Background: an optimization exercise with open tools, aiming at small area and a short achievable clock period. Do not read the settings as production practice.
No functional check of the RTL was part of this run.
Power and IR drop assume default switching activity.

==> design/flow/config.mk <==
export PLATFORM = sky130hd
export DESIGN_NAME = zepto_cpu
export DESIGN_NICKNAME = zepto_cpu
export VERILOG_FILES = /design/flow/design.v
export SDC_FILE = /design/flow/constraint.sdc
export NUM_CORES = 4
export LEC_CHECK = 0
export CAP_MARGIN = 20
export CORE_MARGIN = 2
export CORE_UTILIZATION = 40
export SLEW_MARGIN = 20
==> design/flow/constraint.sdc <==
create_clock -name core_clock -period 12.0 [get_ports {clk}]
set_input_delay 2.4000 -clock core_clock [delete_from_list [all_inputs] [get_ports {clk}]]
set_output_delay 2.4000 -clock core_clock [all_outputs]
set_load 0.01 [all_outputs]
==> design/flow/design.v <==
module decoder7 (In, Out);
	input [3:0] In;
	output reg [6:0] Out;
	always @(*)
		case (In)
			4'h0 : Out = 7'h40;
			4'h1 : Out = 7'h79;
			4'h2 : Out = 7'h24;
			4'h3 : Out = 7'h30;
			4'h4 : Out = 7'h19;
			4'h5 : Out = 7'h12;
			4'h6 : Out = 7'h02;
			4'h7 : Out = 7'h78;
			4'h8 : Out = 7'h00;
			4'h9 : Out = 7'h10;
			4'hA : Out = 7'h08;
			4'hB : Out = 7'h03;
			4'hC : Out = 7'h46;
			4'hD : Out = 7'h21;
			4'hE : Out = 7'h06;
			default : Out = 7'h0E;
		endcase
endmodule
module ula(
	input [2:0] Op,
	input Sub,
	input Zb,
	input [15:0] A,
	input [15:0] B,
	input [15:0] Imm,
	output wire [15:0] Sum,
	output reg [15:0] S
);
wire [15:0] b = (B & {16{~Zb}}) ^ {16{Sub}};
wire [15:0] i = Imm ^ {16{Sub}};
wire [15:0] s = A ^ b ^ i;
wire [15:0] c = (A & b) | (A & i) | (b & i);
wire [16:0] t = {s, Sub} + {c[14:0], Sub, Sub};
assign Sum = t[16:1];
always @(*)
	case (Op)
		3'd2: S = A & B & Imm;
		3'd3: S = A | B | Imm;
		3'd4: S = A ^ B ^ Imm;
		default: S = Sum;
	endcase
endmodule
module comparador (
	input [15:0] A,
	input [15:0] B,
	output wire eq,
	output wire lt
);
assign eq = (A == B);
assign lt = ($signed(A) < $signed(B));
endmodule
module controle(
	input [3:0] Opcode,
	output wire WE,     
	output wire Link,   
	output wire Sub,    
	output wire jalr,   
	output wire jal,
	output wire beq,
	output wire bne,
	output wire bge,
	output wire blt
);
assign beq  = Opcode == 4'd5;
assign bne  = Opcode == 4'd6;
assign bge  = Opcode == 4'd7;
assign blt  = Opcode == 4'd9;
assign jal  = Opcode == 4'd11;
assign jalr = Opcode == 4'd12;
assign Link = jal | jalr;
assign Sub  = Opcode == 4'd1;
assign WE   = (Opcode <= 4'd4) | Link;
endmodule
module pc(
	input clk,
	input rst_n,
	input [15:0] E,
	output reg [15:0] Saida
);
always @(posedge clk)
	if (!rst_n) Saida <= 16'd0;
	else Saida <= E;
endmodule
module registrador(
	input clk,
	input rst_n,
	input [3:0] Ra,
	input [3:0] Rb,
	input [3:0] Rd,
	input [15:0] D,
	input WE,
	output reg [15:0] A,
	output reg [15:0] B
);
reg [15:0] R [1:15];
integer k;
always @(*) begin
	A = 16'd0;
	B = 16'd0;
	for (k = 1; k < 16; k = k + 1) begin
		A = A | (R[k] & {16{Ra == k}});
		B = B | (R[k] & {16{Rb == k}});
	end
end
genvar g;
generate for (g = 1; g < 16; g = g + 1) begin : w
	always @(posedge clk)
		if (!rst_n) R[g] <= 16'd0;
		else if (WE && Rd == g) R[g] <= D;
end endgenerate
endmodule
module zepto_cpu(
	input clk,
	input rst_n,
	input [1:0] disp_sel,
	input [31:0] inst,
	output wire [15:0] pc,
	output wire [6:0] HEX0,
	output wire [6:0] HEX1,
	output wire [6:0] HEX2,
	output wire [6:0] HEX3,
	output wire [6:0] HEX4,
	output wire [6:0] HEX5,
	output wire [6:0] HEX6,
	output wire [6:0] HEX7,
	output [15:0] VerRA
);
wire [3:0] Rd = inst[7:4];
wire [3:0] Ra = inst[11:8];
wire [3:0] Rb = inst[15:12];
wire [15:0] Imm = inst[31:16];
wire WE, Link, Sub, jalr, jal, beq, bne, bge, blt;
controle U3(.Opcode(inst[3:0]), .WE(WE), .Link(Link), .Sub(Sub), .jalr(jalr),
	.jal(jal), .beq(beq), .bne(bne), .bge(bge), .blt(blt));
wire [15:0] A, B, Sum, S;
wire [15:0] pc_inc = pc + 16'd1;
wire [15:0] D = Link ? pc_inc : S;
registrador U5(.clk(clk), .rst_n(rst_n), .Ra(Ra), .Rb(Rb), .Rd(Rd), .D(D), .WE(WE), .A(A), .B(B));
assign VerRA = A;
wire eq, lt;
comparador U6(.A(A), .B(B), .eq(eq), .lt(lt));
ula U7(.Op(inst[2:0]), .Sub(Sub), .Zb(jalr), .A(A), .B(B), .Imm(Imm), .Sum(Sum), .S(S));
wire take = (beq & eq) | (bne & ~eq) | (bge & ~lt) | (blt & lt) | jal;
wire [15:0] pc_imm = pc + Imm;
wire [15:0] E = jalr ? Sum : (take ? pc_imm : pc_inc);
pc U1(.clk(clk), .rst_n(rst_n), .E(E), .Saida(pc));
reg [15:0] lo;
always @(*)
	case (disp_sel)
		2'b00: lo = pc;
		2'b01: lo = inst[15:0];
		2'b11: lo = A;
		default: lo = B;
	endcase
wire [6:0] d0, d1, d2, d3, d4, d5, d6, d7;
decoder7 D0(.In(lo[3:0]), .Out(d0));
decoder7 D1(.In(lo[7:4]), .Out(d1));
decoder7 D2(.In(lo[11:8]), .Out(d2));
decoder7 D3(.In(lo[15:12]), .Out(d3));
decoder7 D4(.In(inst[19:16]), .Out(d4));
decoder7 D5(.In(inst[23:20]), .Out(d5));
decoder7 D6(.In(inst[27:24]), .Out(d6));
decoder7 D7(.In(inst[31:28]), .Out(d7));
wire hi_on = (disp_sel == 2'b01);
assign HEX0 = d0;
assign HEX1 = d1;
assign HEX2 = d2;
assign HEX3 = d3;
assign HEX4 = d4 & {7{hi_on}};
assign HEX5 = d5 & {7{hi_on}};
assign HEX6 = d6 & {7{hi_on}};
assign HEX7 = d7 & {7{hi_on}};
endmodule
==> design/flow/run.sh <==
#!/bin/bash
# synth_recipe.tcl (not shown) runs the flow's synth.tcl, then flattens the netlist and writes it again
# the make line also repeats each setting of config.mk as NAME=value (left out here)
make -C /OpenROAD-flow-scripts/flow DESIGN_CONFIG=/design/flow/config.mk WORK_HOME=/design/flow/orfs CLKGATE_MAP_FILE= SYNTH_SCRIPT=/design/flow/synth_recipe.tcl finish
==> results_dict.tcl <==
set metrics [dict create \
    synth_ff_type "dfxtp_1" \
    first_global_vias 17680 \
    grt_max_degree 101 \
    rows 77 \
    numPortBuffers 123 \
    cp_slowest_cell "nor2_2" \
    path_max_fanout 15 \
    io_pins 124 \
    cts-root-buf "clkbuf_16" \
    coreArea_um2 44410 \
    yosys.area.top_type "dfxtp_1" \
    yosys-top-cells-area "dfxtp_1, ha_1, a22oi_1, a21oi_1, nand2_1" \
    clock.fmax_mhz 104.0 \
    synthCells 2318 \
    chipWidth_um 216.8 \
    yosysWarnings 6 \
    nets 2550 \
    clock-sinks 256 \
    drt_iter0_drc 2345 \
    synth_edf_count 0 \
    gr-usage-all-layers 0.3105 \
    arrival_ns 7.22 \
    ctsHoldBuffers 0 \
    setup_violations 0 \
    cts_tree "yes" \
    cp-end-kind "primary output" \
    drive_above_1_share 0.07750 \
    skew_ns 0.01580 \
    start_kind "input port" \
    syn_to_final_growth_pct 15.56 \
    yosysSeqAreaShare 0.2830 \
    drt_first_pass_iters 10 \
    drc 0 \
    crit_chain "clkdlybuf4s50_1 > nand2b_1 > nor2_2 > a222oi_1 > nand3_1 > nor3_1 > mux4_2 > inv_1 > ha_1 > mux4_2 > clkdlybuf4s50_1" \
    place.gp.congestion 0.9383 \
    period_share 0.8014 \
    fin_area_um2 20930 \
    drv_cap 0 \
    ir_worst_vdd_v 0.0001133 \
    ant_nets 0 \
    overflow 0 \
    worst_pin_slew_ns 1.318 \
    cts.path.max_buffers 3 \
    die_height_um 216.8 \
    cellLeakagePower_nw 8.046 \
    die_area_um2 46990 \
    synth-async-reset-ratio 0 \
    worstSetupPathType "input port to primary output" \
    syn-num-nets 2501 \
    routed_wl_um 75410 \
    placed_cell_area_um2 19950 \
    min_period_ns 9.617 \
    status "no timing/DRC/antenna violations" \
    viasPerCell 6.255 \
    slew_viol_final 0 \
    synth_area_per_cell_um2 7.813 \
    synth_top_area_frac 0.2830 \
    netlist_area_um2 18110 \
    post_cts_buffers 0 \
    dp_hpwl_um 52800 \
    grt_pass1_wl_um 111100 \
    clk_pin_slew_worst_paths_ns 0.06 \
    htreeDepth 1 \
    yosys_register_bits 256 \
    worstSkewPairLatency_ns 0.59 \
    crit_required_ns 9.60 \
    hold_viol_final 0 \
    synth_cell_types 70 \
    worstHoldPathType "flip-flop to flip-flop" \
    slowest_delay_ns 1.08 \
    wl_per_cell_um 25.30 \
    cts_resized 0 \
    fin_tns_setup_ns 0 \
    p_per_area_nw_per_um2 117.5 \
    slew_headroom 0.1201 \
    start_util 0.4078 \
    via_count 18640 \
    cts_made_buffers 29 \
    antenna_found_initial 0 \
    rsz0062_at_grt "no" \
]
## path summary, 6_finish.rpt
check / startpoint / to / slack [ns] / depth (start not counted)
worst min-delay path: U5.R[6][6]$_SDFFE_PN0P_ / U5.R[6][6]$_SDFFE_PN0P_ / 0.48 / 2
worst max-delay path: inst[9] / HEX1[3] / 2.38 / 11
worst min register to register: U5.R[6][6]$_SDFFE_PN0P_ / U5.R[6][6]$_SDFFE_PN0P_ / 0.48 / 2
worst max register to register: U5.R[2][3]$_SDFFE_PN0P_ / U5.R[1][15]$_SDFFE_PN0P_ / 6.03 / 15
## layout by cell type (no fill, tap or decap), types with 14 or more instances in the layout
cell type          n
a211oi_1         101
nand2_1          243
fa_1              16
a222oi_1          31
nand4_1           17
mux4_2            20
nor3_1            28
nor2_1           222
buf_4             61
o22ai_1           20
clkdlybuf4s50_1  122
a21oi_1          180
clkbuf_16         29
o21ai_0          153
ha_1             131
xnor2_1           67
nand3_1           99
a311oi_1          15
a22oi_1          174
dfxtp_1          256
nor2_2            14
mux2i_1           31
inv_1            108
nand2b_1          23
a22o_1            15
## power breakdown
group	internal [mW]	leakage [nW]	switching (mW)
sequential	0.874	2.07	0.0309
clock	0.533	0.465	0.383
combinational	0.241	5.51	0.396
total	1.65	8.05	0.810
## registers in the layout (all words and copies together), names as in the netlist
| register | flops |
|---|---|
| U5.R | 240 |
| U1.Saida | 16 |
## critical path: cells and delay by family
family                   cells  cell delay (ns)
AND/OR/NAND/NOR              4             1.72
buffers and inverters        3             1.50
multiplexers                 2             1.09
adder cells (fa/ha/maj)      1             0.25
AO/OA/AOI/OAI                1             0.23
## cell usage after synthesis, types with 20 or more instances
cell / instances
dfxtp_1: 256
nand2_1: 243
nor2_1: 237
a21oi_1: 183
a22oi_1: 174
o21ai_0: 153
ha_1: 131
inv_1: 108
clkbuf_1: 107
a211oi_1: 101
nand3_1: 99
xnor2_1: 67
buf_2: 44
nor3_1: 35
a222oi_1: 31
mux2i_1: 31
nand2b_1: 23
mux4_2: 20
o22ai_1: 20
## through the flow
| stage | power, mW | worst slack (ns) | utilization | std cells | hold WS [ns] |
|---|---|---|---|---|---|
| after CTS | 2.453 | 2.568 | 0.4708 | 2978 | 0.4707 |
| after global routing | 2.550 | 2.304 | 0.4711 | 2979 | 0.4897 |
| after detailed placement | 1.545 | 2.567 | 0.4491 | 2927 | 0.4632 |
| after global placement | 1.537 | 2.662 | 0.4491 | 2927 | 0.4564 |
| after floorplan | 1.307 | 4.723 | - | 2318 | 0.4439 |
| final | 2.459 | 2.383 | 0.4712 | 2980 | 0.4762 |
## logic make-up after synthesis
group / after synthesis / synth area share
flops: 256 / 0.2830
xor+xnor: 79 / 0.03862
buf+inv: 275 / 0.06190
compound gates: 781 / 0.2842
mux: 56 / 0.04512
simple gates: 724 / 0.1789
fa+ha+maj: 147 / 0.1082
## final cells by class
class / instances / area, µm²
inverters: 109 / 411.6
fillers: 4368 / 23490
well taps: 592 / 740.7
diodes: 1 / 2.502
clock buffers: 39 / 803.3
repair buffers: 184 / 1684
flip-flops and latches: 256 / 5125
clock inverters: 12 / 157.7
multi-input cells: 1787 / 12000
## routing by layer
| layer | wire, µm | up-vias | global-route usage |
|---|---|---|---|
| met5 | 0 | - | 0 |
| met4 | 4254 | 0 | 0.1532 |
| met3 | 6895 | 279 | 0.06387 |
| met2 | 34740 | 1016 | 0.5178 |
| met1 | 29510 | 8788 | 0.3811 |
| li1 | - | 8558 | - |

## what the ideal ports hide
Ports are ideal in the flow. The routed layout listed here was re-timed in OpenROAD. Step 1 sets driving cells, clkbuf_16 on the clock port and buf_2 on the other inputs (assumed; they add their load-dependent delay and slew). Step 2, shift: input delay + t, output delay - t, t = (earliest + latest rising clock arrival at the registers) / 2. This alone moves slack from input paths to output paths. Slacks: no drivers / after step 1 / after step 2; pairs: no drivers / after step 1.
t (ns): 0.637
setup slack, ns: 2.383 / 2.358 / 2.358
hold slack, ns: 0.476 / 0.476 / 0.476
clock arrival spread, ns: 0.016 / 0.015
After both steps this run still meets setup and hold. For this run, drivers alone change the setup slack by -0.025 ns; drivers and shift together by -0.025 ns.
